This is an optimization exercise on Yosys and OpenROAD, whose aim is small area, a short achievable clock period and few clock cycles, not a production implementation.
The RTL was checked by simulation tests, not by an equivalence proof against the original design.

==> design/flow/design.v <==
`timescale          1ns/1ps
`default_nettype    none
module NfiVe_MDU (
	input clk,
	input rst_n,
	input start,
	output done,
	input [2:0] op,
	input mul_div,
	input [31:0] op1, op2,
	output [31:0] result
);
	reg st_mul, st_pre, st_div, st_corr, st_fin;
	wire st_idle = ~(st_mul | st_pre | st_div | st_corr | st_fin);
	reg        done_r;
	reg        rem;     
	reg        mulhi;   
	reg        dv;      
	reg [4:0]  cnt;
	reg [32:0] M;       
	reg [31:0] B;       
	reg [33:0] acc;     
	reg        corr;    
	reg        inv;     
	reg        sa;      
	reg        finw;    
	reg        one0, two0, neg0, one1, two1, neg1;   
	reg        r0z, r0i;                             
	assign done = done_r;
	assign result = B;
	wire        sgn_div = ~op[0];
	wire        a_neg = sgn_div & op1[31];
	wire        b_neg = sgn_div & op2[31];
	wire [31:0] a_abs = a_neg ? (~op1 + 32'd1) : op1;
	wire [31:0] b_abs = b_neg ? (~op2 + 32'd1) : op2;
	wire        msx = M[32] & ~dv;
	wire [34:0] m35 = {msx, msx, M};
	wire [34:0] m2  = {msx, M, 1'b0};
	wire [34:0] pp0 = ({35{one0}} & m35 | {35{two0}} & m2) ^ {35{neg0}};
	wire [34:0] pp1 = ({35{one1}} & m35 | {35{two1}} & m2) ^ {35{neg1}};
	wire [36:0] r0 = ({{3{acc[33]}}, acc} & {37{~r0z}}) ^ {37{r0i}};
	wire [36:0] r1 = {{2{pp0[34]}}, pp0};
	wire [36:0] r2 = {pp1, neg1, neg1 | r0i};
	wire [36:0] cs_s = r0 ^ r1 ^ r2;
	wire [36:0] cs_c = (r0 & r1) | (r0 & r2) | (r1 & r2);
	wire [37:0] sum_x = {cs_s, 1'b1} + {cs_c[35:0], neg1, neg0};
	wire [36:0] sum = sum_x[37:1];
	wire        sneg = sum[36];
	wire [2:0] nb0 = st_idle ? {op2[1:0], 1'b0} : B[5:3];
	wire [2:0] nb1 = st_idle ? op2[3:1] : B[7:5];
	wire [5:0] za, zb;
	lzc32 u_lza (.x(acc[31:0]), .z(za));
	lzc32 u_lzb (.x(M[31:0]), .z(zb));
	wire [6:0] sdiff = {1'b0, zb} - {1'b0, za};
	wire       b_zero = zb[5];
	wire       s_neg = sdiff[6];
	wire       quick = b_zero | s_neg;
	wire [31:0] m_al = M[31:0] << sdiff[4:0];
	wire       inv_n = rem ? sa : (sa ^ inv);
	wire mul_last = st_mul & (cnt == 5'd0);
	wire div_last = st_div & (cnt == 5'd0);
	wire [31:0] q_new = {B[30:0], ~sneg};
	always @(posedge clk or negedge rst_n) begin
		if (~rst_n) begin
			st_mul <= 1'b0; st_pre <= 1'b0; st_div <= 1'b0; st_corr <= 1'b0; st_fin <= 1'b0;
			done_r <= 1'b0;
		end else begin
			st_mul <= st_idle & start & mul_div | st_mul & (cnt != 5'd0);
			st_corr <= mul_last & corr;
			st_pre <= st_idle & start & ~mul_div;
			st_div <= st_pre & ~quick | st_div & (cnt != 5'd0);
			st_fin <= st_pre & quick | div_last & (rem | inv);
			done_r <= st_mul & (cnt == 5'd1) & ~corr
			        | mul_last & corr
			        | st_pre & quick
			        | st_pre & ~quick & (sdiff[4:0] == 5'd0) & ~rem & ~inv_n
			        | st_div & (cnt == 5'd1) & ~rem & ~inv
			        | div_last & (rem | inv);
		end
	end
	always @(posedge clk) begin
		if (st_idle | st_mul) begin
			one0 <= nb0[1] ^ nb0[0];
			two0 <= (nb0[2] & ~nb0[1] & ~nb0[0]) | (~nb0[2] & nb0[1] & nb0[0]);
			neg0 <= nb0[2];
			one1 <= nb1[1] ^ nb1[0];
			two1 <= (nb1[2] & ~nb1[1] & ~nb1[0]) | (~nb1[2] & nb1[1] & nb1[0]);
			neg1 <= nb1[2];
			r0z <= 1'b0;
			r0i <= 1'b0;
		end
		if (st_idle & start & ~mul_div) begin
			one0 <= 1'b1; two0 <= 1'b0; neg0 <= 1'b1;
			one1 <= 1'b0; two1 <= 1'b0; neg1 <= 1'b0;
		end
		if (mul_last) begin
			one0 <= 1'b1; two0 <= 1'b0; neg0 <= 1'b0;
			one1 <= 1'b0; two1 <= 1'b0; neg1 <= 1'b0;
		end
		if (st_pre & quick) begin
			one0 <= 1'b0; neg0 <= 1'b0;
			r0i <= rem & sa;
		end
		if (st_div) begin
			if (cnt != 5'd0)
				neg0 <= ~sneg;
			else if (rem) begin
				one0 <= sneg;
				neg0 <= sneg & inv;
				r0i <= inv;
			end else begin
				neg0 <= 1'b1;
				r0z <= 1'b1;
			end
		end
		if (st_idle & start) begin
			rem <= op[1];
			mulhi <= op[1:0] != 2'b00;
			dv <= ~mul_div;
			if (mul_div) begin
				M <= {op[1:0] != 2'b11 & op1[31], op1};
				B <= op2;
				acc <= 34'd0;
				cnt <= 5'd7;
				corr <= op[1] & op2[31];
			end else begin
				M <= {1'b0, b_abs};
				acc <= {2'b00, a_abs};
				sa <= a_neg;
				inv <= b_neg;    
			end
		end
		if (st_mul) begin
			acc <= {sum[36], sum[36:4]};
			if (cnt == 5'd0 && mulhi && !corr)
				B <= sum[35:4];
			else
				B <= {sum[3:0], B[31:4]};
			cnt <= cnt - 5'd1;
		end
		if (st_corr) B <= sum[31:0];
		if (st_pre) begin
			finw <= rem;
			if (quick) begin
				B <= b_zero ? 32'hffffffff : 32'd0;
			end else begin
				B <= 32'd0;
				M <= {1'b0, m_al};
				cnt <= sdiff[4:0];
				inv <= inv_n;
			end
		end
		if (st_div) begin
			acc <= sum[33:0];
			cnt <= cnt - 5'd1;
			if (cnt != 5'd0) begin
				M <= {1'b0, M[32:1]};
				B <= q_new;
			end else if (!rem) begin
				if (inv) begin
					M <= {1'b0, q_new};
					finw <= 1'b1;
				end else
					B <= q_new;
			end
		end
		if (st_fin & finw) B <= sum[31:0];
	end
endmodule
module lzc32 (
	input  [31:0] x,
	output [5:0]  z
);
	wire [7:0] v;
	wire [15:0] g;   
	genvar i;
	generate
		for (i = 0; i < 8; i = i + 1) begin : grp
			wire [3:0] n = x[4*i+3:4*i];
			assign v[i] = |n;
			assign g[2*i+1:2*i] = n[3] ? 2'd0 : n[2] ? 2'd1 : n[1] ? 2'd2 : 2'd3;
		end
	endgenerate
	wire [3:0] v8;
	wire [11:0] g8;
	generate
		for (i = 0; i < 4; i = i + 1) begin : p8
			assign v8[i] = v[2*i+1] | v[2*i];
			assign g8[3*i+2:3*i] = v[2*i+1] ? {1'b0, g[4*i+3:4*i+2]} : {1'b1, g[4*i+1:4*i]};
		end
	endgenerate
	wire [1:0] v16;
	wire [7:0] g16;
	generate
		for (i = 0; i < 2; i = i + 1) begin : p16
			assign v16[i] = v8[2*i+1] | v8[2*i];
			assign g16[4*i+3:4*i] = v8[2*i+1] ? {1'b0, g8[6*i+5:6*i+3]} : {1'b1, g8[6*i+2:6*i]};
		end
	endgenerate
	assign z = v16[1] ? {2'b00, g16[7:4]} :
	           v16[0] ? {2'b01, g16[3:0]} : 6'd32;
endmodule
==> design/flow/flow/run.sh <==
#!/bin/bash
set -euo pipefail
cd "$(dirname "$0")/.."
knobs=()
while IFS= read -r line; do
  [[ -n "$line" ]] && knobs+=("$line")
done < flow/knobs.txt
bash standard.sh "${knobs[@]}" finish > flow_standard.log 2>&1
==> design/flow/flow/knobs.txt <==
SETUP_SLACK_MARGIN=6.5
TNS_END_PERCENT=0
==> design/flow/standard.sh <==
#!/bin/bash
# synth_recipe.tcl (not shown) runs the flow's synth.tcl, then flattens the netlist and writes it again
# the make line also repeats each setting of config.mk as NAME=value (left out here)
make -C /OpenROAD-flow-scripts/flow DESIGN_CONFIG=/design/flow/config.mk WORK_HOME=/design/flow/orfs CLKGATE_MAP_FILE= SYNTH_SCRIPT=/design/flow/synth_recipe.tcl "${@:-finish}"
==> design/flow/config.mk <==
export PLATFORM = sky130hd
export DESIGN_NAME = NfiVe_MDU
export DESIGN_NICKNAME = NfiVe_MDU
export VERILOG_FILES = /design/flow/design.v
export SDC_FILE = /design/flow/constraint.sdc
export NUM_CORES = 4
export LEC_CHECK = 0
export ABC_AREA = 1
export CAP_MARGIN = 20
export CORE_MARGIN = 2
export CORE_UTILIZATION = 45
export PLACE_DENSITY = 0.75
export SLEW_MARGIN = 20
==> design/flow/constraint.sdc <==
create_clock -name core_clock -period 10.0 [get_ports {clk}]
set_input_delay 2.0000 -clock core_clock [delete_from_list [all_inputs] [get_ports {clk}]]
set_output_delay 2.0000 -clock core_clock [all_outputs]
set_load 0.01 [all_outputs]
==> impl_metrics.json, run 1 <==
{
  "outcome": "finished clean",
  "die_h_um": 198,
  "cts-root-buf": "clkbuf_16",
  "stdcell_area_mm2": 0.0211,
  "start_kind": "flop",
  "io_pins": 104,
  "final_hold_viol_count": 0,
  "worst_path_most_repeated_cell": "o21ai_1",
  "drv_slew": 0,
  "yosysTopAreaCell": "nand2_1",
  "rr_worst_depth": 17,
  "synth_edf_count": 40,
  "rr_startpoint": "acc[8]$_DFFE_PP_",
  "syn_avg_cell_area_um2": 6.08,
  "wl_per_cell_um": 25.3,
  "place_area_mm2": 0.0182,
  "grt_pass1_wl_um": 123000,
  "core_area_mm2": 0.0374,
  "antenna_found_initial": 4,
  "via_per_inst": 6.26,
  "max_slew_margin": 0.432,
  "fin_crit_sh": 0.398,
  "synth_top_family_by_area": "simple AND/OR/NAND/NOR gates",
  "endpoint": "M[23]$_DFF_P_",
  "worstSkewPairLatency_ns": 0.45,
  "syn_to_final_growth_pct": 24.4,
  "fmax_mhz": 251,
  "endpoint_kind": "flop",
  "drt-pass1-iter-count": 9,
  "synth-compound-area-share": 0.247,
  "routed_wl_um": 87000,
  "place.gp.congestion": 1.08,
  "hold_class": "flop to flop",
  "synth_area_leaders": "nand2_1, dfxtp_1, inv_1",
  "crit_fanout": 5,
  "cts_sinks": 125,
  "async_flop_share": 0.0480,
  "synth_cell_type_count": 63,
  "worst_ep_arrival_time_ns": 4.31,
  "layout_common_cells": "nand2_1, inv_1, nor2_1",
  "netlist_area_mm2": 0.0169,
  "finalSetupViolCount": 0,
  "cp.depth": 17,
  "worstPathRequired_ns": 10.33,
  "synth-xor-area-share": 0.0791,
  "htree_levels": 4,
  "num_vias": 21500,
  "post-dp-hpwl_um": 63900,
  "synth-main-ff-cell": "dfxtp_1",
  "cpMaxStageDelayCell": "fa_2",
  "initial_utilization": 0.453,
  "synth-simple-area-share": 0.291,
  "antenna_left": 0,
  "rr_endpoint": "M[23]$_DFF_P_",
  "synth_nets": 2945,
  "seq_area_frac_synth": 0.173,
  "rows": 71,
  "die_w_um": 198,
  "port_buffers": 102,
  "clock_skew_ns": 0.0151,
  "worst-setup-path-type": "flop to flop",
  "cts_buffers": 17,
  "crit_start": "acc[8]$_DFFE_PP_",
  "ys_ff_latch": 125,
  "synth_warnings": 1,
  "grt.total_usage": 0.431,
  "synth_fa_ha_area_frac": 0.0796,
  "worstMarginPinSlew_ns": 0.851,
  "drv_cap": 0,
  "grt_remaining_overflow": 0,
  "synth.top_cell.area_share": 0.157,
  "critPathMaxStageDelay_ns": 0.46,
  "period_needed_ns": 3.98,
  "path_delay_family": "compound AO/OA/AOI/OAI gates",
  "rrSetupSlack_ns": 6.02,
  "nets": 3070,
  "drive_above_1_share": 0.162,
  "clk_pin_slew_ns": 0.06,
  "cts_tree": "yes",
  "cp_cell_sequence": "nor4_4, nand3_2, o211ai_1, o2111ai_2, inv_1, ha_2, inv_2, fa_2, a31oi_4, nor2_1, o21ai_1, nand2_2, nand3_4, buf_4, o221ai_1, o21ai_1, nand2_1",
  "rsz0062_at_grt": "yes",
  "clock_path_buffers": 2,
  "synth_mux_area_frac": 0.00709,
  "worst_slack_ns": 6.02,
  "first_iter_violations": 3312,
  "place_ws_ns": 4.90,
  "grt_max_degree": 74,
  "syn_inst": 2789,
  "fin_setup_tns_ns": 0,
  "die-area_mm2": 0.0392,
  "timing.critical_path.buf_inv": 3,
  "grt_pass1_vias": 19300,
  "drc": 0,
  "layout.cells.most_common": "nand2_1"
}
[metal layers]
layer | share of wire | track usage | vias to the layer above
li1 | - | - | 9552
met1 | 0.37 | 0.553 | 9982
met2 | 0.40 | 0.614 | 1641
met3 | 0.14 | 0.130 | 348
met4 | 0.085 | 0.304 | 2
met5 | 0.000080 | 0 | -
[state kept, by name, indices dropped and copies added, names as in the netlist, 5 cells and up]
name	flops
M	33
cnt	5
B	32
acc	34
[logic make-up (layout without fill, tap and decap cells)]
logic type / count (synthesis) / after routing
adders and majority gates: 85 / 85
xor gates and xnor gates: 150 / 151
AOI/OAI and AO/OA: 718 / 718
buffers and inverters: 528 / 664
muxes: 12 / 12
DFF: 125 / 125
other: 0 / 2
and+or+nand+nor: 1171 / 1172
[worst min-delay path by stage]
stage          slack, ns                 to         startpoint  cells after the start
2_1_floorplan       0.45  two1$_SDFFE_PP0N_  two1$_SDFFE_PP0N_                      2
3_3_place_gp        0.47       finw$_DFF_P_       finw$_DFF_P_                      2
3_5_place_dp        0.48       finw$_DFF_P_       finw$_DFF_P_                      2
4_1_cts             0.50       finw$_DFF_P_       finw$_DFF_P_                      2
5_1_grt             0.55        r0i$_DFF_P_        inv$_DFF_P_                      2
6_report            0.49       finw$_DFF_P_       finw$_DFF_P_                      2
[area by class of cell]
class	count	area, um2
fillers	3624	16300
multi-input cells	2138	12900
flip-flops and latches	125	2980
repair buffers	239	2330
inverters	387	1610
well taps	511	639
clock buffers	21	454
clock inverters	11	119
repair inverters	6	68.8
diodes	2	5.00
[cells in the mapped netlist (3+ instances only)]
cell / n
a21o_1: 5
a21oi_1: 202
a22oi_1: 19
a31oi_1: 47
buf_1: 18
buf_2: 46
buf_4: 5
buf_6: 4
clkbuf_1: 68
clkinv_1: 8
dfrtp_1: 6
dfxtp_1: 79
edfxtp_1: 40
fa_1: 38
ha_1: 47
inv_1: 360
inv_2: 18
mux2i_1: 12
nand2_1: 711
nand2_2: 8
nand3_1: 156
nand3_2: 3
nand4_1: 17
nor2_1: 200
nor2_2: 7
nor2_4: 4
nor3_1: 27
nor3_2: 3
nor4_1: 10
o2111ai_1: 10
o211ai_1: 59
o21a_1: 4
o21ai_0: 201
o21ai_1: 30
o21ai_2: 3
o21bai_1: 8
o221ai_1: 11
o22ai_1: 103
o31ai_1: 7
or2_2: 10
xnor2_1: 10
xor2_1: 138
[repair_timing]
action	in CTS	in global routing
buffers inserted	87	19
resized for setup	241	144
gates cloned	12	2
hold buffers	0	0
pin swaps	32	46
setup endpoints to repair	174	171
[tightest hold or removal path, stage by stage, from the launching register on]
cell	delay, ns
dfxtp_1	0.33
nand2_1	0.05
o211ai_1	0.08
[through the flow]
step / hold slack (ns) / utilization / std cells
2_1_floorplan: 0.454 / - / 2789
3_5_place_dp: 0.479 / 0.486 / 3286
4_1_cts: 0.496 / 0.545 / 3417
5_1_grt: 0.545 / 0.563 / 3438
6_report: 0.495 / 0.564 / 3440
3_3_place_gp: 0.474 / 0.486 / 3286
Testbench counts, summed over its fixed seeds: cycles 22,552.
==> run 2: changes to the inputs <==
==> design/flow/flow/knobs.txt (replaced) <==
SETUP_SLACK_MARGIN=6.5
TNS_END_PERCENT=100
--- a/design/flow/config.mk
+++ b/design/flow/config.mk
@@ -9,5 +9,4 @@
 export CAP_MARGIN = 20
 export CORE_MARGIN = 2
 export CORE_UTILIZATION = 45
-export PLACE_DENSITY = 0.75
 export SLEW_MARGIN = 20
==> run 2 against run 1 <==
Against the previous run:
- still clean
- clock skew up 0.0039 ns
- wire length increased by 32%
- die area did not move
- cell area up 27%
- hold slack lost 0.020 ns
- area after synthesis unchanged
- critical path depth is 2 higher
- cell count rose by 5.9%
- non-clock buffer count up 201
- first-iteration DRC count rose by 19%
==> impl_metrics.json, run 2 <==
{
  "start_kind": "flop",
  "syn_to_final_growth_pct": 57.9,
  "outcome": "finished clean",
  "clock_path_buffers": 2,
  "num_vias": 24500,
  "final_hold_viol_count": 0,
  "largestRegisters": "acc: 34 flops, M: 33 flops, B: 32 flops",
  "grt_remaining_overflow": 0,
  "die-area_mm2": 0.0392,
  "place_ws_ns": 4.46,
  "syn_inst": 2789,
  "layout_common_cells": "nand2_1, inv_1, buf_4",
  "path_delay_family": "buffers and inverters",
  "via_per_inst": 6.73,
  "timing.critical_path.buf_inv": 4,
  "rsz0062_at_grt": "yes",
  "synth.top_cell.area_share": 0.157,
  "drv_cap": 0,
  "yosysTopAreaCell": "nand2_1",
  "worst-setup-path-type": "flop to flop",
  "grt.total_usage": 0.503,
  "endpoint_kind": "flop",
  "stdcell_area_mm2": 0.0268,
  "first_iter_violations": 3955,
  "fmax_mhz": 226,
  "clock_skew_ns": 0.0190,
  "cts_buffers": 17,
  "worstPathRequired_ns": 10.16,
  "hold_buffers": 0,
  "fin_crit_sh": 0.442,
  "grt_pass1_wl_um": 141000,
  "rows": 71,
  "cts-root-buf": "clkbuf_16",
  "htree_levels": 4,
  "synth_edf_count": 40,
  "syn_avg_cell_area_um2": 6.08,
  "antenna_left": 0,
  "rrSetupSlack_ns": 5.58,
  "io_pins": 104,
  "hold_class": "flop to flop",
  "grt_pass1_vias": 20900,
  "utilization": 0.715,
  "cts_tree": "yes",
  "synth-main-ff-cell": "dfxtp_1",
  "die_h_um": 198,
  "worstMarginPinSlew_ns": 1.00,
  "seq_area_frac_synth": 0.173,
  "stdcell_count": 3643,
  "initial_utilization": 0.453,
  "async_flop_share": 0.0480,
  "netlist_area_mm2": 0.0169,
  "largest_register": "acc",
  "clk_pin_slew_ns": 0.06,
  "critPathMaxStageDelay_ns": 0.45,
  "place.gp.congestion": 1.05,
  "worst_slack_ns": 5.58,
  "wl_per_cell_um": 31.5,
  "synth_nets": 2945,
  "period_needed_ns": 4.42,
  "max_slew_margin": 0.332,
  "synth_cell_type_count": 63,
  "routed_wl_um": 115000,
  "core_area_mm2": 0.0374,
  "nFillCells": 2798,
  "yosysMostFrequentCell": "nand2_1",
  "ys_ff_latch": 125,
  "drv_slew": 0,
  "cpMaxStageDelayCell": "inv_1",
  "crit_fanout": 5,
  "worst_path_most_repeated_cell": "nand2_1",
  "synth_area_leaders": "nand2_1, dfxtp_1, inv_1",
  "drc": 0,
  "largest_reg_flops": 34,
  "fin_setup_tns_ns": 0,
  "post-dp-hpwl_um": 67000,
  "antenna_found_initial": 4,
  "nets": 3271,
  "worst_ep_arrival_time_ns": 4.58,
  "yosys-top-cells-count": "nand2_1, inv_1, a21oi_1",
  "synth_warnings": 1,
  "drt-pass1-iter-count": 11,
  "place_area_mm2": 0.0183,
  "cp_cell_sequence": "clkinvlp_4, buf_6, o22ai_4, xor2_2, fa_1, inv_1, ha_4, a21oi_4, o21ai_2, inv_1, nand2_1, nand2_1, nand3_2, nand2_1, nand2_1, nand2_1, nand2_1, nand2_1, a31oi_2",
  "layout.cells.most_common": "nand2_1",
  "grt_max_degree": 66,
  "cts_sinks": 125,
  "whs_ns": 0.475,
  "die_w_um": 198,
  "port_buffers": 102,
  "finalSetupViolCount": 0,
  "worstSkewPairLatency_ns": 0.47,
  "dp.cells": 3297,
  "drive_above_1_share": 0.367
}
[run 2: layer usage]
layer,routed length (um),track usage,vias to the layer above
li1,-,-,9958
met1,36700,0.598,11400
met2,44900,0.719,2331
met3,19700,0.181,859
met4,13000,0.429,12
met5,359,0,-
[run 2: cell type report]
cell class | instances | area [um2] | area share
sequential | 125 | 3030 | 0.113
timing repair buffer | 440 | 4770 | 0.178
timing repair inverter | 6 | 62.6 | 0.00234
tap | 511 | 639 | 0.0239
inverter | 387 | 1660 | 0.0622
antenna | 4 | 10.0 | 0.000374
multi-input combinational | 2138 | 16000 | 0.597
clock buffer | 19 | 475 | 0.0178
clock inverter | 13 | 135 | 0.00505
[run 2: worst reg2reg max path, stage by stage, from the launching register on]
cell	delay [ns]
dfxtp_4	0.37
clkinvlp_4	0.24
buf_6	0.22
o22ai_4	0.20
xor2_2	0.21
fa_1	0.40
inv_1	0.45
ha_4	0.36
a21oi_4	0.24
o21ai_2	0.10
inv_1	0.15
nand2_1	0.10
nand2_1	0.13
nand3_2	0.10
nand2_1	0.12
nand2_1	0.08
nand2_1	0.12
nand2_1	0.06
nand2_1	0.28
a31oi_2	0.17
[run 2: repair_timing]
item,4_1_cts,5_1_grt
endpoints found under the setup margin,173,113
hold endpoints to repair,0,0
cloned,27,3
resized for setup,706,543
setup buffers,139,141
pin swaps,156,234
[run 2: path summary, 6_finish.rpt]
path | depth (start not counted) | end | start
min in group asynchronous | 1 | st_pre$_DFF_PN0_ | rst_n
worst max register to register | 19 | acc[31]$_DFFE_PP_ | M[8]$_DFF_P_
worst max-delay path | 19 | acc[31]$_DFFE_PP_ | M[8]$_DFF_P_
worst min register to register | 1 | cnt[0]$_DFF_P_ | cnt[0]$_DFF_P_
worst min-delay path | 1 | cnt[0]$_DFF_P_ | cnt[0]$_DFF_P_
max in group asynchronous | 1 | st_mul$_DFF_PN0_ | rst_n
[run 2: cell families after synthesis]
group,synth area share
xor gates and xnor gates,0.0791
adders and majority gates,0.0796
DFF,0.173
muxes,0.00709
AOI/OAI and AO/OA,0.247
buffers and inverters,0.123
and+or+nand+nor,0.291
==> run 3: changes to the inputs <==
==> design/flow/flow/knobs.txt (replaced) <==
SETUP_SLACK_MARGIN=5.5
TNS_END_PERCENT=0
==> run 3 against run 2 <==
Against the previous run:
- critical path type unchanged
- maximum frequency fell by 1.5%
- die area did not move
- largest cell class unchanged
- critical path depth rose by 3
==> impl_metrics.json, run 3 <==
{
  "drive_above_1_share": 0.0686,
  "period_needed_ns": 4.48,
  "dr_wl_met3_um": 9620,
  "wl_per_cell_um": 26.0,
  "utilization": 0.514,
  "worstMarginPinSlew_ns": 1.13,
  "grt_pass1_wl_um": 124000,
  "wl_met1_um": 33000,
  "antenna_left": 0,
  "rsz0062_at_grt": "yes",
  "worst_slack_ns": 5.52,
  "syn_inst": 2789,
  "die-area_mm2": 0.0392,
  "hold_class": "flop to flop",
  "clock_skew_ns": 0.0210,
  "drv_slew": 0,
  "worstPathRequired_ns": 10.37,
  "first_iter_violations": 2621,
  "synth_nets": 2945,
  "netlist_area_mm2": 0.0169,
  "syn_avg_cell_area_um2": 6.08,
  "final_hold_viol_count": 0,
  "ys_ff_latch": 125,
  "cts_buffers": 17,
  "post-dp-hpwl_um": 68200,
  "place_ws_ns": 4.56,
  "start_kind": "flop",
  "layout.cells.most_common": "nand2_1",
  "grt_pass1_vias": 18600,
  "grt_max_degree": 66,
  "grt_remaining_overflow": 0,
  "htree_levels": 4,
  "crit_fanout": 17,
  "largestRegisters": "acc: 34 flops, M: 33 flops, B: 32 flops",
  "finalSetupViolCount": 0,
  "drv_cap": 0,
  "clock_path_buffers": 2,
  "yosysMostFrequentCell": "nand2_1",
  "cts-root-buf": "clkbuf_16",
  "fmax_mhz": 223,
  "die_h_um": 198,
  "synth_warnings": 1,
  "die_w_um": 198,
  "async_flop_share": 0.0480,
  "synth.top_cell.area_share": 0.157,
  "grt.total_usage": 0.441,
  "largest_reg_flops": 34,
  "initial_utilization": 0.453,
  "worst_ep_arrival_time_ns": 4.85,
  "antenna_found_initial": 4,
  "outcome": "finished clean",
  "drc": 0,
  "top_layer_used": "met5",
  "port_buffers": 102,
  "core_area_mm2": 0.0374,
  "num_vias": 20600,
  "nets": 2985,
  "worst-setup-path-type": "flop to flop",
  "route.met2.wl_um": 36100,
  "rows": 71,
  "yosys-top-cells-count": "nand2_1, inv_1, a21oi_1",
  "layout_common_cells": "nand2_1, inv_1, a21oi_1",
  "drt-pass1-iter-count": 9,
  "fin_setup_tns_ns": 0,
  "place.gp.congestion": 1.05,
  "synth-main-ff-cell": "dfxtp_1",
  "seq_area_frac_synth": 0.173,
  "clk_pin_slew_ns": 0.07,
  "cts_tree": "yes",
  "worstSkewPairLatency_ns": 0.48,
  "syn_to_final_growth_pct": 13.4,
  "synth_edf_count": 40,
  "via_per_inst": 6.15,
  "io_pins": 104,
  "fin_crit_sh": 0.448,
  "rrSetupSlack_ns": 5.52,
  "routed_wl_um": 87200,
  "synth_area_leaders": "nand2_1, dfxtp_1, inv_1",
  "max_slew_margin": 0.244,
  "endpoint_kind": "flop",
  "cts_sinks": 125,
  "whs_ns": 0.502,
  "largest_register": "acc",
  "synth_cell_type_count": 63,
  "yosysTopAreaCell": "nand2_1"
}
-- run 3: changes by cell type in the layout (fill, tap and decap cells not counted), sizes merged --
cell,previous run,this run
buf,332,54
clkdlybuf4s50,76,102
inv,365,385
dlygate4sd2,14,0
clkinvlp,21,11
clkinv,18,9
bufbuf,6,0
clkbuf,24,18
dlymetal6s2s,4,0
clkdlybuf4s15,3,0
diode,4,1
bufinv,2,0
-- run 3: kinds of logic (layout without fill, tap and decap cells) --
family / Yosys count / after routing / synth area share
AO/OA/AOI/OAI: 718 / 718 / 0.247
XOR/XNOR: 150 / 151 / 0.0791
adder cells (fa/ha/maj): 85 / 85 / 0.0796
buffers and inverters: 528 / 579 / 0.123
flip-flops: 125 / 125 / 0.173
multiplexers: 12 / 12 / 0.00709
other: 0 / 1 / 0
AND/OR/NAND/NOR: 1171 / 1172 / 0.291
-- run 3: per-layer routing --
| layer | track usage | vias up |
|---|---|---|
| met3 | 0.107 | 307 |
| met5 | 0 | - |
| met1 | 0.548 | 9669 |
| met4 | 0.357 | 4 |
| li1 | - | 9379 |
| met2 | 0.647 | 1261 |
-- run 3: cell type report --
| type | instances | area [um2] |
|---|---|---|
| fillers | 3971 | 18200 |
| clock buffers | 18 | 429 |
| flip-flops and latches | 125 | 2950 |
| repair inverters | 4 | 30.0 |
| multi-input cells | 2138 | 12100 |
| diodes | 1 | 2.50 |
| inverters | 387 | 1500 |
| well taps | 511 | 639 |
| repair buffers | 156 | 1480 |
| clock inverters | 14 | 125 |
-- run 3: final timing paths --
| path | end | startpoint | depth (start not counted) |
|---|---|---|---|
| worst min-delay path | M[28]$_DFF_P_ | M[29]$_DFF_P_ | 2 |
| min in group asynchronous | st_fin$_DFF_PN0_ | rst_n | 1 |
| worst max-delay path | B[24]$_DFF_P_ | two0$_SDFFE_PP0N_ | 22 |
| worst min register to register | M[28]$_DFF_P_ | M[29]$_DFF_P_ | 2 |
| worst max register to register | B[24]$_DFF_P_ | two0$_SDFFE_PP0N_ | 22 |
| max in group asynchronous | st_mul$_DFF_PN0_ | rst_n | 1 |
-- run 3: critical path, stage by stage (launching register included) --
cell,delay (ns)
dfxtp_2,0.53
clkinvlp_4,0.15
buf_4,0.22
o22ai_1,0.22
xor2_1,0.12
fa_1,0.53
inv_1,0.05
ha_1,0.38
nand2_1,0.10
inv_1,0.09
nand3_1,0.14
nor3_1,0.16
nand2_1,0.08
nand2_1,0.25
nand2_1,0.15
nand3_1,0.14
nand2_1,0.42
o21ai_0,0.33
nand2_1,0.08
nand3_1,0.07
nand2_1,0.05
nand2_1,0.07
nand2_1,0.04
-- run 3: repair_timing --
| item | 4_1_cts | 5_1_grt |
|---|---|---|
| buffers inserted | 10 | 8 |
| setup endpoints to repair | 90 | 80 |
| cloned | 5 | 1 |
| gates resized for setup | 21 | 36 |
| hold buffers | 0 | 0 |
| pin swaps | 1 | 2 |
-- run 3: per-stage QoR --
step                cells  instance area, um2
floorplan            2789               16900
global placement     3296               18300
detailed placement   3297               18300
CTS                  3344               19000
global route         3354               19200
finish               3354               19200
==> run 4: changes to the inputs <==
==> design/flow/flow/knobs.txt (replaced) <==
SETUP_SLACK_MARGIN=6.5
TNS_END_PERCENT=0
BUFFER_PORTS_ARGS=-buffer_cell sky130_fd_sc_hd__buf_4
==> run 4 against run 3 <==
Against the previous run:
- still clean
- maximum frequency increased by 12%
- synthesized cell count unchanged
- hold slack got worse by 0.0097 ns
- setup slack improved by 0.47 ns
- non-clock buffer count increased by 58
- first-iteration DRC count decreased by 1.2%
- global-route usage about the same
- clock skew decreased by 0.0051 ns
- cell area increased by 8.8%
- sequential share of layout area decreased by 1.2 points
- critical endpoint is now M[21]$_DFF_P_
==> impl_metrics.json, run 4 <==
{
  "io_pins": 104,
  "netlist_area_mm2": 0.0169,
  "grt_max_degree": 74,
  "synth_nets": 2945,
  "drv_slew": 0,
  "synth-main-ff-cell": "dfxtp_1",
  "antenna_left": 0,
  "grt_remaining_overflow": 0,
  "cts_sinks": 125,
  "port_buffers": 102,
  "largest_reg_flops": 34,
  "syn_inst": 2789,
  "cts_tree": "yes",
  "period_needed_ns": 4.01,
  "antenna_found_initial": 1,
  "htree_levels": 4,
  "drt-pass1-iter-count": 7,
  "yosys-top-cells-count": "nand2_1, inv_1, a21oi_1",
  "routed_wl_um": 88700,
  "post-dp-hpwl_um": 66900,
  "largestRegisters": "acc: 34 flops, M: 33 flops, B: 32 flops",
  "final_hold_viol_count": 0,
  "worst_ep_arrival_time_ns": 4.35,
  "synth_area_leaders": "nand2_1, dfxtp_1, inv_1",
  "seq_area_frac_synth": 0.173,
  "die_w_um": 198,
  "grt_pass1_vias": 19200,
  "wl_per_cell_um": 26.0,
  "layout.cells.most_common": "nand2_1",
  "nFillCells": 3778,
  "drc": 0,
  "ys_ff_latch": 125,
  "synth_warnings": 1,
  "syn_avg_cell_area_um2": 6.08,
  "outcome": "finished clean",
  "first_iter_violations": 2589,
  "fin_setup_tns_ns": 0,
  "hold_buffers": 0,
  "core_area_mm2": 0.0374,
  "cts-root-buf": "clkbuf_16",
  "whs_ns": 0.492,
  "syn_to_final_growth_pct": 23.4,
  "async_flop_share": 0.0480,
  "via_per_inst": 6.17,
  "fmax_mhz": 249,
  "rsz0062_at_grt": "yes",
  "num_vias": 21100,
  "grt_pass1_wl_um": 125000,
  "worst-setup-path-type": "flop to flop",
  "dp.cells": 3289,
  "yosysTopAreaCell": "nand2_1",
  "layout_common_cells": "nand2_1, inv_1, buf_4",
  "antenna_cells": 0,
  "worstMarginPinSlew_ns": 1.03,
  "die_h_um": 198,
  "hold_class": "flop to flop",
  "multi_input_comb_area_mm2": 0.0131,
  "crit_fanout": 6,
  "max_slew_margin": 0.313,
  "start_kind": "flop",
  "fin_crit_sh": 0.401,
  "synth_edf_count": 40,
  "drive_above_1_share": 0.198,
  "initial_utilization": 0.453,
  "stdcell_area_mm2": 0.0209,
  "rows": 71,
  "cts_buffers": 17,
  "synth_cell_type_count": 63,
  "place.gp.congestion": 1.06,
  "regArea_mm2": 0.00296,
  "clk_pin_slew_ns": 0.07,
  "worstSkewPairLatency_ns": 0.46,
  "finalSetupViolCount": 0,
  "largest_register": "acc",
  "clock_skew_ns": 0.0159,
  "clock_path_buffers": 2,
  "drv_cap": 0,
  "die-area_mm2": 0.0392,
  "nets": 3043,
  "synth.top_cell.area_share": 0.157,
  "place_area_mm2": 0.0179,
  "endpoint_kind": "flop",
  "worstPathRequired_ns": 10.34,
  "yosysMostFrequentCell": "nand2_1",
  "grt.total_usage": 0.441,
  "stdcell_count": 3411
}
-- run 4: cell counts after synthesis --
Identical to the previous run, type by type.
-- run 4: area by class of cell --
cell class,instances,share of cell area
Clock buffer,20,0.0224
Clock inverter,12,0.00646
Inverter,387,0.0764
Multi-Input combinational cell,2138,0.629
Sequential cell,125,0.142
Tap cell,511,0.0306
Timing Repair Buffer,214,0.0924
Timing Repair inverter,4,0.00156
-- run 4: worst paths after layout --
kind	depth (start not counted)	slack, ns	start	to
worst max-delay path	19	5.99	acc[2]$_DFFE_PP_	M[21]$_DFF_P_
worst min-delay path	2	0.49	two1$_SDFFE_PP0N_	two1$_SDFFE_PP0N_
worst max register to register	19	5.99	acc[2]$_DFFE_PP_	M[21]$_DFF_P_
worst min register to register	2	0.49	two1$_SDFFE_PP0N_	two1$_SDFFE_PP0N_
max in group asynchronous	1	8.53	rst_n	st_mul$_DFF_PN0_
min in group asynchronous	1	1.34	rst_n	done_r$_DFF_PN0_
-- run 4: kinds of logic (layout without fill, tap and decap cells) --
kind of cell / Yosys count / count (layout) / synth area share
muxes: 12 / 12 / 0.00709
buffers and inverters: 528 / 637 / 0.123
DFF: 125 / 125 / 0.173
xor gates and xnor gates: 150 / 151 / 0.0791
AOI/OAI and AO/OA: 718 / 718 / 0.247
and+or+nand+nor: 1171 / 1172 / 0.291
adders and majority gates: 85 / 85 / 0.0796
-- run 4: metrics by stage --
| stage | setup WS, ns | util |
|---|---|---|
| 2_1_floorplan | 6.40 | - |
| 3_3_place_gp | 4.98 | 0.480 |
| 3_5_place_dp | 4.95 | 0.480 |
| 4_1_cts | 6.00 | 0.518 |
| 5_1_grt | 5.96 | 0.559 |
| 6_report | 5.99 | 0.559 |
-- run 4: layer usage --
layer  vias up  GRT usage  part of all wire
li1       9494          -                 -
met1      9718      0.543              0.37
met2      1469      0.642              0.41
met3       378      0.111              0.12
met4         2      0.378              0.10
met5         -          0           0.00015
-- run 4: critical path, cell delays in order (launching register included) --
cell and delay, ns:
edfxtp_1 0.47, nor4_2 0.50, nand3_1 0.26, nand3_2 0.15, o211ai_1 0.15, o2111ai_1 0.12, inv_2 0.10, ha_4 0.17
inv_4 0.05, fa_2 0.47, buf_12 0.19, buf_12 0.13, o21ai_4 0.13, nor2_1 0.06, a31oi_2 0.22, nor2_2 0.10
o211ai_1 0.29, nand2_1 0.14, o21ai_1 0.10, nand2_1 0.06
-- run 4: repair_timing --
item                       in CTS  in global routing
resized for setup             122                277
cloned                          8                  1
buffers inserted               32                 49
pin swaps                      17                 52
setup endpoints to repair     153                151
==> run 5: changes to the inputs <==
==> design/flow/flow/knobs.txt (replaced) <==
SETUP_SLACK_MARGIN=6.5
TNS_END_PERCENT=0
BUFFER_PORTS_ARGS=-buffer_cell sky130_fd_sc_hd__buf_2
==> run 5 against run 4 <==
Against the previous run:
- setup slack got worse by 0.0087 ns
- cell count is 0.35% lower
- maximum frequency is 0.22% lower
- register-to-register slack is essentially flat
- die area is the same
- core utilization is 2.1 points lower
- first-iteration DRC count up 11%
- critical path type unchanged
- largest cell class unchanged
- highest routed layer is now met4
==> impl_metrics.json, run 5 <==
{
  "outcome": "finished clean",
  "worst_ep_arrival_time_ns": 4.38,
  "place_area_mm2": 0.0177,
  "core_area_mm2": 0.0374,
  "nets": 3030,
  "dp.cells": 3294,
  "worstMarginPinSlew_ns": 0.990,
  "largestRegisters": "acc: 34 flops, M: 33 flops, B: 32 flops",
  "layout_common_cells": "nand2_1, inv_1, nor2_1",
  "cp_cell_sequence": "nor2_2, inv_1, nor3_4, nand3_2, o211ai_1, o2111ai_1, inv_1, ha_2, inv_2, fa_2, buf_12, buf_6, inv_6, nand2_1, o21ai_1, o21ai_1, o21ai_1, o22ai_1, nand2_1, nand3_2, nand2_1",
  "rsz0062_at_grt": "yes",
  "ys_ff_latch": 125,
  "grt_pass1_vias": 19000,
  "port_buffers": 102,
  "die-area_mm2": 0.0392,
  "drt-pass1-iter-count": 9,
  "rows": 71,
  "synth_nets": 2945,
  "hold_buffers": 0,
  "place.gp.congestion": 1.07,
  "critPathMaxStageDelay_ns": 0.73,
  "synth-main-ff-cell": "dfxtp_1",
  "hold_depth": 1,
  "routed_wl_um": 88100,
  "fmax_mhz": 249,
  "io_pins": 104,
  "crit_start": "acc[14]$_DFFE_PP_",
  "synth_area_leaders": "nand2_1, dfxtp_1, inv_1",
  "post-dp-hpwl_um": 66800,
  "synth_warnings": 1,
  "clock_path_buffers": 2,
  "die_w_um": 198,
  "yosysTopAreaCell": "nand2_1",
  "cts-root-buf": "clkbuf_16",
  "syn_inst": 2789,
  "cts_tree": "yes",
  "layout.cells.most_common": "nand2_1",
  "cpMaxStageDelayCell": "fa_2",
  "antenna_found_initial": 0,
  "clk_pin_slew_ns": 0.07,
  "drv_slew": 0,
  "synth_cell_type_count": 63,
  "rr_worst_depth": 21,
  "seq_area_frac_synth": 0.173,
  "initial_utilization": 0.453,
  "cp.depth": 21,
  "antenna_left": 0,
  "finalSetupViolCount": 0,
  "die_h_um": 198,
  "drv_cap": 0,
  "period_needed_ns": 4.02,
  "stdcell_count": 3399,
  "clock_skew_ns": 0.0149,
  "synth_edf_count": 40,
  "first_iter_violations": 2877,
  "fin_crit_sh": 0.402,
  "async_flop_share": 0.0480,
  "worst_slack_ns": 5.98,
  "whs_ns": 0.501,
  "stdcell_area_mm2": 0.0201,
  "endpoint": "M[22]$_DFF_P_",
  "crit_fanout": 14,
  "grt_pass1_wl_um": 125000,
  "start_kind": "flop",
  "syn_to_final_growth_pct": 18.7,
  "timing.critical_path.buf_inv": 6,
  "hold_class": "flop to flop",
  "worstPathRequired_ns": 10.36,
  "grt_remaining_overflow": 0,
  "rrSetupSlack_ns": 5.98,
  "place_ws_ns": 4.99,
  "max_slew_margin": 0.335,
  "largest_register": "acc",
  "utilization": 0.538,
  "worst-setup-path-type": "flop to flop",
  "netlist_area_mm2": 0.0169,
  "rr_startpoint": "acc[14]$_DFFE_PP_",
  "worstSkewPairLatency_ns": 0.47,
  "grt.total_usage": 0.444,
  "cts_buffers": 17,
  "wl_per_cell_um": 25.9,
  "grt_max_degree": 66,
  "yosys-top-cells-count": "nand2_1, inv_1, a21oi_1",
  "largest_reg_flops": 34,
  "endpoint_kind": "flop",
  "via_per_inst": 6.12,
  "synth.top_cell.area_share": 0.157,
  "syn_avg_cell_area_um2": 6.08,
  "htree_levels": 4,
  "fin_setup_tns_ns": 0,
  "drc": 0,
  "cts_sinks": 125,
  "rr_endpoint": "M[22]$_DFF_P_",
  "num_vias": 20800,
  "final_hold_viol_count": 0,
  "path_delay_family": "compound AO/OA/AOI/OAI gates",
  "yosysMostFrequentCell": "nand2_1",
  "drive_above_1_share": 0.170
}
-- run 5: cell counts after synthesis --
No cell type changed its count.
-- run 5: worst reg2reg max path, cell delays in order, from the launching register on --
cell       delay [ns]
edfxtp_1         0.42
nor2_2           0.15
inv_1            0.09
nor3_4           0.23
nand3_2          0.10
o211ai_1         0.33
o2111ai_1        0.17
inv_1            0.10
ha_2             0.17
inv_2            0.05
fa_2             0.73
buf_12           0.20
buf_6            0.13
inv_6            0.06
nand2_1          0.07
o21ai_1          0.08
o21ai_1          0.23
o21ai_1          0.09
o22ai_1          0.21
nand2_1          0.15
nand3_2          0.09
nand2_1          0.05
-- run 5: what timing repair did --
action / 4_1_cts / 5_1_grt
gates resized for setup: 142 / 161
setup buffers: 34 / 28
pin swaps: 19 / 32
cloned: 9 / 1
setup endpoints to repair: 149 / 150
-- run 5: cells by family after synthesis --
logic type,Yosys count,synth area share
AOI/OAI and AO/OA,718,0.247
DFF,125,0.173
buffers and inverters,528,0.123
adders and majority gates,85,0.0796
and+or+nand+nor,1171,0.291
xor gates and xnor gates,150,0.0791
muxes,12,0.00709
-- run 5: routing by layer --
metal  wire [um]  vias to the layer above  track usage
met4        7810                        0        0.334
met2       36900                     1313        0.661
met1       33300                     9721        0.556
met3       10000                      314        0.105
met5           0                        -            0
li1            -                     9465            -
-- run 5: layout make-up --
class / instances / area, um2
diodes: 1 / 2.50
clock buffers: 19 / 475
clock inverters: 13 / 138
fillers: 3951 / 17300
inverters: 387 / 1570
multi-input cells: 2138 / 12800
flip-flops and latches: 125 / 2960
well taps: 511 / 639
repair buffers: 201 / 1520
repair inverters: 4 / 33.8
-- run 5: worst min path at each step --
stage,start,end
4_1_cts,cnt[0]$_DFF_P_,cnt[0]$_DFF_P_
3_3_place_gp,finw$_DFF_P_,finw$_DFF_P_
2_1_floorplan,two1$_SDFFE_PP0N_,two1$_SDFFE_PP0N_
5_1_grt,cnt[0]$_DFF_P_,cnt[0]$_DFF_P_
6_report,cnt[0]$_DFF_P_,cnt[0]$_DFF_P_
3_5_place_dp,cnt[0]$_DFF_P_,cnt[0]$_DFF_P_
==> run 6: changes to the inputs <==
==> design/flow/flow/knobs.txt (replaced) <==
SETUP_SLACK_MARGIN=6.5
TNS_END_PERCENT=0
BUFFER_PORTS_ARGS=-buffer_cell sky130_fd_sc_hd__buf_1
==> run 6 against run 5 <==
Against the previous run:
- hold slack got worse by 0.013 ns
- largest cell class unchanged
- register-to-register slack gained 0.06 ns
- critical path type unchanged
- flip-flop and latch count did not move
- cell count is 0.12% lower
- die area unchanged
- maximum frequency increased by 1.5%
==> impl_metrics.json, run 6 <==
{
  "grt_remaining_overflow": 0,
  "hold_depth": 1,
  "cts-root-buf": "clkbuf_16",
  "syn_to_final_growth_pct": 18.0,
  "seq_area_frac_synth": 0.173,
  "fmax_mhz": 253,
  "cts_sinks": 125,
  "synth_nets": 2945,
  "fin_setup_tns_ns": 0,
  "clock_skew_ns": 0.0136,
  "stdcell_area_mm2": 0.0200,
  "synth_edf_count": 40,
  "via_per_inst": 6.11,
  "place_area_mm2": 0.0176,
  "rr_worst_depth": 20,
  "worstMarginPinSlew_ns": 1.03,
  "drv_slew": 0,
  "rr_endpoint": "neg0$_DFFE_PP_",
  "grt_pass1_wl_um": 125000,
  "post-dp-hpwl_um": 66800,
  "nets": 3025,
  "yosys-top-cells-count": "nand2_1, inv_1, a21oi_1",
  "yosysTopAreaCell": "nand2_1",
  "utilization": 0.534,
  "critPathMaxStageDelay_ns": 0.63,
  "drv_cap": 0,
  "rsz0062_at_grt": "yes",
  "yosysMostFrequentCell": "nand2_1",
  "crit_fanout": 17,
  "max_slew_margin": 0.306,
  "core_area_mm2": 0.0374,
  "synth-main-ff-cell": "dfxtp_1",
  "wl_per_cell_um": 25.8,
  "clk_pin_slew_ns": 0.07,
  "cpMaxStageDelayCell": "fa_2",
  "drt-pass1-iter-count": 8,
  "grt.total_usage": 0.443,
  "layout.cells.most_common": "nand2_1",
  "first_iter_violations": 2466,
  "syn_avg_cell_area_um2": 6.08,
  "drc": 0,
  "antenna_left": 0,
  "routed_wl_um": 87500,
  "num_vias": 20700,
  "synth_cell_type_count": 63,
  "grt_max_degree": 74,
  "endpoint_kind": "flop",
  "worstPathRequired_ns": 10.22,
  "place.gp.congestion": 1.06,
  "worst_slack_ns": 6.04,
  "largest_reg_flops": 34,
  "cts_buffers": 17,
  "outcome": "finished clean",
  "worst_path_most_repeated_cell": "nand2_1",
  "cts_tree": "yes",
  "nFillCells": 3891,
  "hp-start": "cnt[0]$_DFF_P_",
  "stdcell_count": 3395,
  "hold_buffers": 0,
  "rrSetupSlack_ns": 6.04,
  "antenna_found_initial": 1,
  "rr_startpoint": "two0$_SDFFE_PP0N_",
  "clock_path_buffers": 2,
  "start_kind": "flop",
  "synth.top_cell.area_share": 0.157,
  "place_ws_ns": 4.98,
  "port_buffers": 102,
  "drive_above_1_share": 0.136,
  "initial_utilization": 0.453,
  "htree_levels": 4,
  "worst-setup-path-type": "flop to flop",
  "synth_area_leaders": "nand2_1, dfxtp_1, inv_1",
  "worstSkewPairLatency_ns": 0.47,
  "die_w_um": 198,
  "die-area_mm2": 0.0392,
  "worst_ep_arrival_time_ns": 4.18,
  "synth_warnings": 1,
  "period_needed_ns": 3.96,
  "hold_class": "flop to flop",
  "ys_ff_latch": 125,
  "async_flop_share": 0.0480,
  "netlist_area_mm2": 0.0169,
  "final_hold_viol_count": 0,
  "finalSetupViolCount": 0,
  "whs_endpoint": "cnt[0]$_DFF_P_",
  "syn_inst": 2789,
  "layout_common_cells": "nand2_1, inv_1, nor2_1",
  "dp.cells": 3290,
  "grt_pass1_vias": 19300,
  "cp_cell_sequence": "clkinvlp_4, buf_4, o22ai_1, xor2_1, fa_2, inv_1, ha_4, nand2_1, nor2_4, inv_1, nor3_2, nand2_2, nand2_1, nand2_1, nand2_1, nand2_2, nand2_2, o21ai_1, nand3_1, nand2_1",
  "largest_register": "acc",
  "rows": 71,
  "fin_crit_sh": 0.396,
  "largestRegisters": "acc: 34 flops, M: 33 flops, B: 32 flops",
  "die_h_um": 198,
  "io_pins": 104
}
==> run 6: cell types whose count changed in the layout (fill, tap and decap cells not counted), moves of 5 or more <==
cell and change:
buf_1 +102, buf_12 -7, buf_2 -102, clkinv_4 -5, clkinvlp_4 -5, dfxtp_1 +8, dfxtp_2 -9, ha_1 -9
ha_4 +9, inv_1 +6, nand2_4 +6, nor2_1 -9, nor2_2 +9
==> run 6: timing repair <==
action                                  4_1_cts  5_1_grt
gates cloned                                  7        0
pin swaps                                    15       27
gates resized for setup                     161      160
endpoints found under the setup margin      152      150
setup buffers                                39       25
==> run 6: worst max path at each step <==
stage,start,end,slack [ns],cells past startpoint
floorplan,acc[31]$_DFFE_PP_,M[31]$_DFF_P_,6.40,23
global placement,one0$_DFF_P_,neg0$_DFFE_PP_,4.98,18
detailed placement,one0$_DFF_P_,neg0$_DFFE_PP_,4.98,18
CTS,acc[15]$_DFFE_PP_,M[28]$_DFF_P_,6.09,21
global route,acc[14]$_DFFE_PP_,M[27]$_DFF_P_,5.90,22
finish,two0$_SDFFE_PP0N_,neg0$_DFFE_PP_,6.04,20
==> run 6: worst max-delay path: cells and delay by family (launching register included) <==
| family | cells | cell delay, ns |
|---|---|---|
| AND/OR/NAND/NOR | 11 | 1.30 |
| buffers and inverters | 4 | 0.50 |
| adder cells (fa/ha/maj) | 2 | 0.95 |
| XOR/XNOR | 1 | 0.13 |
| AO/OA/AOI/OAI | 2 | 0.34 |
| flip-flops | 1 | 0.44 |
==> run 6: through the flow <==
stage / hold WS (ns)
4_1_cts: 0.489
5_1_grt: 0.512
2_1_floorplan: 0.454
3_3_place_gp: 0.473
3_5_place_dp: 0.479
6_report: 0.488
==> run 6: final cells by class <==
cell class                      instances  area [um2]  area share
Antenna cell                            2        5.00    0.000250
Clock buffer                           19         464      0.0232
Clock inverter                         13         136     0.00682
Inverter                              387        1560      0.0780
Multi-Input combinational cell       2138       13000       0.648
Sequential cell                       125        2960       0.148
Tap cell                              511         639      0.0320
Timing Repair Buffer                  197        1250      0.0625
Timing Repair inverter                  3        22.5     0.00113
==> run 6: cell families (layout without fill, tap and decap cells) <==
kind of cell,Yosys count,in the layout,share of synthesized area
fa+ha+maj,85,85,0.0796
other cells,0,2,0
xor+xnor,150,151,0.0791
buf+inv,528,619,0.123
compound gates,718,718,0.247
flops,125,125,0.173
mux,12,12,0.00709
simple gates,1171,1172,0.291
==> run 6: layer usage <==
| layer | track usage | vias up | part of all wire |
|---|---|---|---|
| met5 | 0 | - | 0 |
| met1 | 0.527 | 9699 | 0.37 |
| met4 | 0.342 | 0 | 0.096 |
| li1 | - | 9451 | - |
| met3 | 0.129 | 338 | 0.11 |
| met2 | 0.673 | 1259 | 0.42 |
==> run 7: changes to the inputs <==
==> design/flow/flow/knobs.txt (replaced) <==
SETUP_SLACK_MARGIN=6.5
TNS_END_PERCENT=0
--- a/design/flow/config.mk
+++ b/design/flow/config.mk
@@ -8,5 +8,5 @@
 export ABC_AREA = 1
 export CAP_MARGIN = 20
 export CORE_MARGIN = 2
-export CORE_UTILIZATION = 45
+export CORE_UTILIZATION = 55
 export SLEW_MARGIN = 20
==> run 7 against run 6 <==
Against the previous run:
- register-to-register slack worse by 0.24 ns
- maximum frequency is 5.8% lower
- die area decreased by 18%
- wire length rose by 0.16%
- via count is 7.7% higher
- flip-flop and latch count stayed put
- highest routed layer unchanged
- area after synthesis did not move
- hold slack got worse by 0.011 ns
==> impl_metrics.json, run 7 <==
{
  "grt_pass1_vias": 19900,
  "start_kind": "flop",
  "num_vias": 22300,
  "synth_cell_type_count": 63,
  "cts_tree": "yes",
  "timing.critical_path.buf_inv": 6,
  "fin_setup_tns_ns": 0,
  "crit_start": "acc[15]$_DFFE_PP_",
  "stdcell_area_mm2": 0.0205,
  "endpoint_kind": "flop",
  "synth_mux_area_frac": 0.00709,
  "grt_pass1_wl_um": 124000,
  "cts-root-buf": "clkbuf_16",
  "synth_nets": 2945,
  "io_pins": 104,
  "rr_startpoint": "acc[15]$_DFFE_PP_",
  "cpMaxStageDelayCell": "fa_2",
  "fin_crit_sh": 0.420,
  "synth_top_family_by_area": "simple AND/OR/NAND/NOR gates",
  "synth-simple-area-share": 0.291,
  "die_h_um": 180,
  "synth_edf_count": 40,
  "period_needed_ns": 4.20,
  "synth-main-ff-cell": "dfxtp_1",
  "core_area_mm2": 0.0304,
  "final_hold_viol_count": 0,
  "drv_cap": 0,
  "hp-start": "r0z$_DFF_P_",
  "die-area_mm2": 0.0322,
  "outcome": "finished clean",
  "worst_slack_ns": 5.80,
  "netlist_area_mm2": 0.0169,
  "finalSetupViolCount": 0,
  "synth_warnings": 1,
  "drt-pass1-iter-count": 8,
  "die_w_um": 180,
  "path_delay_family": "compound AO/OA/AOI/OAI gates",
  "antenna_left": 0,
  "grt_max_degree": 74,
  "synth_area_leaders": "nand2_1, dfxtp_1, inv_1",
  "antenna_found_initial": 2,
  "seq_area_frac_synth": 0.173,
  "critPathMaxStageDelay_ns": 0.81,
  "nFillCells": 2692,
  "post-dp-hpwl_um": 62400,
  "clock_path_buffers": 2,
  "grt_remaining_overflow": 0,
  "syn_inst": 2789,
  "hold_buffers": 0,
  "drive_above_1_share": 0.138,
  "worstPathRequired_ns": 10.40,
  "syn_avg_cell_area_um2": 6.08,
  "whs_ns": 0.476,
  "place.gp.congestion": 1.10,
  "worstSkewPairLatency_ns": 0.46,
  "syn_to_final_growth_pct": 21.0,
  "rows": 64,
  "ys_ff_latch": 125,
  "place_ws_ns": 5.22,
  "largest_register": "acc",
  "hold_class": "flop to flop",
  "nets": 3062,
  "synth.top_cell.area_share": 0.157,
  "first_iter_violations": 3858,
  "via_per_inst": 6.74,
  "largest_reg_flops": 34,
  "port_buffers": 102,
  "grt.total_usage": 0.514,
  "synth-xor-area-share": 0.0791,
  "synth_fa_ha_area_frac": 0.0796,
  "layout_common_cells": "nand2_1, inv_1, a21oi_1",
  "largestRegisters": "acc: 34 flops, M: 33 flops, B: 32 flops",
  "async_flop_share": 0.0480,
  "wl_per_cell_um": 26.4,
  "cts_sinks": 125,
  "layout.cells.most_common": "nand2_1",
  "initial_utilization": 0.557,
  "worst-setup-path-type": "flop to flop",
  "crit_fanout": 7,
  "rsz0062_at_grt": "yes",
  "utilization": 0.674,
  "cp_cell_sequence": "nor2_2, buf_4, buf_4, buf_4, buf_4, nand2_1, o31ai_2, o2111ai_2, fa_2, buf_12, inv_6, o21ai_1, o21ai_1, o21ai_1, o211ai_1, nand2_1, nand2_1, nand2_1",
  "htree_levels": 4,
  "fmax_mhz": 238,
  "yosysMostFrequentCell": "nand2_1",
  "max_slew_margin": 0.416,
  "routed_wl_um": 87600,
  "clock_skew_ns": 0.0217,
  "place_area_mm2": 0.0181,
  "cts_buffers": 17,
  "drv_slew": 0,
  "worst_ep_arrival_time_ns": 4.60,
  "yosysTopAreaCell": "nand2_1",
  "clk_pin_slew_ns": 0.07,
  "drc": 0,
  "yosys-top-cells-count": "nand2_1, inv_1, a21oi_1",
  "worstMarginPinSlew_ns": 0.873,
  "synth-compound-area-share": 0.247
}
-- run 7: cell count changes in the layout (fill, tap and decap cells not counted), moves of 9 or more --
cell             previous run  this run
buf_4                      81       106
ha_4                       14         2
clkdlybuf4s50_1             0        98
dfxtp_1                    71        62
dfxtp_2                     3        14
ha_1                       22        41
buf_1                     102         0
inv_1                     344       331
clkinvlp_4                 13        22
a21oi_1                   176       190
-- run 7: area by class of cell --
| cell class | instances | area [um2] | share of cell area |
|---|---|---|---|
| Timing Repair Buffer | 234 | 2260 | 0.110 |
| Inverter | 387 | 1560 | 0.0761 |
| Tap cell | 396 | 495 | 0.0242 |
| Sequential cell | 125 | 2960 | 0.144 |
| Clock inverter | 10 | 126 | 0.00616 |
| Multi-Input combinational cell | 2137 | 12500 | 0.612 |
| Clock buffer | 22 | 508 | 0.0248 |
| Timing Repair inverter | 4 | 35.0 | 0.00171 |
| Antenna cell | 2 | 5.00 | 0.000244 |
-- run 7: path summary, 6_finish.rpt --
path / slack [ns] / depth (start not counted) / to
setup / recovery: 5.80 / 18 / M[26]$_DFF_P_
hold / removal: 0.48 / 2 / r0z$_DFF_P_
setup reg to reg: 5.80 / 18 / M[26]$_DFF_P_
hold reg to reg: 0.48 / 2 / r0z$_DFF_P_
max in group asynchronous: 7.92 / 1 / st_mul$_DFF_PN0_
min in group asynchronous: 1.81 / 1 / done_r$_DFF_PN0_
-- run 7: cell families (layout without fill, tap and decap cells) --
logic type               after synthesis  count (layout)
flip-flops                           125             125
AND/OR/NAND/NOR                     1171            1172
buffers and inverters                528             657
multiplexers                          12              12
other                                  0               2
AO/OA/AOI/OAI                        718             718
XOR/XNOR                             150             150
adder cells (fa/ha/maj)               85              85
-- run 7: repair_timing --
action,CTS,global route
gates cloned,8,2
gates resized for setup,179,93
pin swaps,38,31
setup endpoints to repair,174,173
setup buffers,68,25
-- run 7: per-layer routing --
metal | share of wire | vias to the layer above | track usage | wire (um)
met1 | 0.34 | 10100 | 0.633 | 29500
met3 | 0.16 | 594 | 0.184 | 14400
li1 | - | 9541 | - | -
met2 | 0.39 | 2103 | 0.719 | 34500
met4 | 0.11 | 0 | 0.415 | 9260
met5 | 0 | - | 0 | 0
-- run 7: worst register-to-register path: cells and delay by family (launching register included) --
family	cells	cell delay [ns]
compound gates	6	1.65
fa+ha+maj	1	0.82
buf+inv	6	0.71
simple gates	5	0.55
flops	1	0.43
-- run 7: through the flow --
stage / cells
6_report: 3317
3_5_place_dp: 3180
5_1_grt: 3315
3_3_place_gp: 3180
2_1_floorplan: 2789
4_1_cts: 3288
==> run 8: changes to the inputs <==
==> design/flow/flow/knobs.txt (replaced) <==
SETUP_SLACK_MARGIN=6.5
TNS_END_PERCENT=0
BUFFER_PORTS_ARGS=-buffer_cell sky130_fd_sc_hd__buf_1
--- a/design/flow/config.mk
+++ b/design/flow/config.mk
@@ -6,7 +6,8 @@
 export NUM_CORES = 4
 export LEC_CHECK = 0
 export ABC_AREA = 1
-export CAP_MARGIN = 20
+export CAP_MARGIN = 10
 export CORE_MARGIN = 2
-export CORE_UTILIZATION = 55
-export SLEW_MARGIN = 20
+export CORE_UTILIZATION = 45
+export CTS_BUF_LIST = sky130_fd_sc_hd__clkbuf_8
+export SLEW_MARGIN = 10
==> run 8 against run 7 <==
Against the previous run:
- largest cell class unchanged
- cell area down 0.45%
- sequential share of layout area increased by 0.071 points
- global-route usage fell by 7.1 points
- count of clock-buffer cells in the layout fell by 4
- flip-flop and latch count is the same
- die area grew 22%
- via count decreased by 6.6%
==> impl_metrics.json, run 8 <==
{
  "synth-main-ff-cell": "dfxtp_1",
  "die-area_mm2": 0.0392,
  "utilization": 0.546,
  "hold_class": "flop to flop",
  "initial_utilization": 0.453,
  "largestRegisters": "acc: 34 flops, M: 33 flops, B: 32 flops",
  "port_buffers": 102,
  "die_h_um": 198,
  "grt_remaining_overflow": 0,
  "synth_cell_type_count": 63,
  "synth_warnings": 1,
  "synth_edf_count": 40,
  "drt-pass1-iter-count": 6,
  "yosysTopAreaCell": "nand2_1",
  "worstPathRequired_ns": 10.40,
  "synth_nets": 2945,
  "whs_ns": 0.491,
  "period_needed_ns": 3.99,
  "routed_wl_um": 87800,
  "wl_per_cell_um": 25.7,
  "cts-root-buf": "clkbuf_8",
  "syn_inst": 2789,
  "synth.top_cell.area_share": 0.157,
  "netlist_area_mm2": 0.0169,
  "cts_sinks": 125,
  "outcome": "finished clean",
  "fin_crit_sh": 0.399,
  "rr_endpoint": "M[12]$_DFF_P_",
  "antenna_found_initial": 1,
  "syn_to_final_growth_pct": 20.5,
  "place.gp.congestion": 1.06,
  "post-dp-hpwl_um": 66800,
  "io_pins": 104,
  "drv_cap": 0,
  "hp-start": "cnt[0]$_DFF_P_",
  "cts_buffers": 17,
  "largest_register": "acc",
  "grt_pass1_wl_um": 125000,
  "nets": 3042,
  "fin_setup_tns_ns": 0,
  "grt_pass1_vias": 19200,
  "yosysMostFrequentCell": "nand2_1",
  "rows": 71,
  "clk_pin_slew_ns": 0.08,
  "finalSetupViolCount": 0,
  "endpoint_kind": "flop"
}
[run 8: cell count changes in the layout (fill, tap and decap cells not counted), sizes merged, moves of 2 or more]
| cell | previous run | this run |
|---|---|---|
| buf | 130 | 210 |
| bufinv | 2 | 4 |
| clkbuf | 24 | 20 |
| clkdlybuf4s50 | 98 | 0 |
| clkinv | 12 | 14 |
| dlygate4sd2 | 3 | 0 |
[run 8: worst max path at each step]
stage | startpoint | endpoint | slack, ns
after floorplan | acc[31]$_DFFE_PP_ | M[31]$_DFF_P_ | 6.40
after global placement | one0$_DFF_P_ | neg0$_DFFE_PP_ | 4.98
after detailed placement | one0$_DFF_P_ | neg0$_DFFE_PP_ | 4.98
after CTS | acc[15]$_DFFE_PP_ | M[28]$_DFF_P_ | 6.12
after global routing | two1$_SDFFE_PP0N_ | acc[31]$_DFFE_PP_ | 5.91
final | acc[27]$_DFFE_PP_ | M[12]$_DFF_P_ | 6.01
[run 8: cells by family (layout without fill, tap and decap cells)]
family | after synthesis | count (layout) | synth area share
multiplexers | 12 | 12 | 0.00709
AND/OR/NAND/NOR | 1171 | 1172 | 0.291
adder cells (fa/ha/maj) | 85 | 85 | 0.0796
flip-flops | 125 | 125 | 0.173
buffers and inverters | 528 | 636 | 0.123
other | 0 | 2 | 0
XOR/XNOR | 150 | 151 | 0.0791
AO/OA/AOI/OAI | 718 | 718 | 0.247
[run 8: worst max-delay path: stages, from the launching register on]
cell	delay, ns
edfxtp_1	0.42
nor2_1	0.13
inv_1	0.07
nor3_2	0.18
nand2_2	0.09
inv_2	0.09
nand2_4	0.06
nor4_4	0.19
o211ai_1	0.19
o2111ai_1	0.13
inv_1	0.13
ha_2	0.20
inv_2	0.07
fa_2	0.28
a31oi_4	0.11
nor2_1	0.10
o21ai_1	0.06
nand2_1	0.26
nand3_4	0.22
inv_8	0.23
nand2_4	0.11
inv_4	0.17
a31oi_1	0.12
o21ai_1	0.21
[run 8: what timing repair did]
action                     in CTS  in global routing
pin swaps                      17                 45
resized for setup             176                246
setup endpoints to repair     152                147
buffers inserted               38                 40
gates cloned                    8                  2
[run 8: area by class of cell]
| cell class | count | area (um2) |
|---|---|---|
| Antenna cell | 2 | 5.00 |
| Clock buffer | 18 | 248 |
| Clock inverter | 14 | 166 |
| Fill cell | 3816 | 17000 |
| Inverter | 387 | 1610 |
| Multi-Input combinational cell | 2138 | 13300 |
| Sequential cell | 125 | 2960 |
| Tap cell | 511 | 639 |
| Timing Repair Buffer | 213 | 1460 |
| Timing Repair inverter | 4 | 38.8 |
[run 8: layer usage]
layer  global-route usage  part of all wire  vias up
met1                0.526              0.37     9740
met5                    0           0.00085        -
met3                0.129              0.11      347
met4                0.337             0.092        4
li1                     -                 -     9491
met2                0.675              0.43     1275
[run 8: metrics by stage]
stage,cells,setup slack [ns]
global route,3410,5.91
floorplan,2789,6.40
finish,3412,6.01
CTS,3368,6.12
global placement,3290,4.98
detailed placement,3290,4.98

## port drivers added, routing unchanged
In the flow no input, the clock included, has a driving cell. The finished layouts below were timed again as built, in two steps. Step 1: set_driving_cell puts a clkbuf_16 on clk and a buf_2 on each other input, an assumption about the parent block. Step 2 adds t to the input delays and takes it off the output delays; t is the mean of the earliest and latest rising clock arrival at the registers after step 1. Input paths then give back, and output paths get back, about the clock's delay inside the block. Slacks: no drivers / after step 1 / after step 2; pairs: no drivers / after step 1.
| run | shift t [ns] | slack for setup (ns) | worst hold slack (ns) | worst setup path after step 2 | latest minus earliest clock arrival (ns) |
|---|---|---|---|---|---|
| run 1 | 0.497 | 6.023 / 6.023 / 5.616 | 0.495 / 0.495 / 0.495 | input to register | 0.015 / 0.015 |
| run 2 | 0.520 | 5.584 / 5.584 / 5.450 | 0.475 / 0.475 / 0.475 | input to register | 0.019 / 0.019 |
| run 3 | 0.530 | 5.517 / 5.517 / 5.047 | 0.502 / 0.502 / 0.502 | input to register | 0.021 / 0.021 |
| run 4 | 0.509 | 5.991 / 5.991 / 5.650 | 0.492 / 0.492 / 0.492 | input to register | 0.016 / 0.016 |
| run 5 | 0.522 | 5.982 / 5.982 / 5.525 | 0.501 / 0.501 / 0.501 | input to register | 0.015 / 0.015 |
| run 6 | 0.517 | 6.040 / 6.040 / 5.653 | 0.488 / 0.488 / 0.488 | input to register | 0.013 / 0.014 |
| run 7 | 0.502 | 5.795 / 5.795 / 5.405 | 0.476 / 0.476 / 0.476 | input to register | 0.022 / 0.022 |
| run 8 | 0.569 | 6.014 / 6.014 / 5.683 | 0.491 / 0.491 / 0.491 | input to register | 0.024 / 0.025 |
After both steps every run listed still meets setup and hold. The setup slack of run 3, which loses most, moves by 0.000 ns with the drivers and by -0.470 ns with both steps.
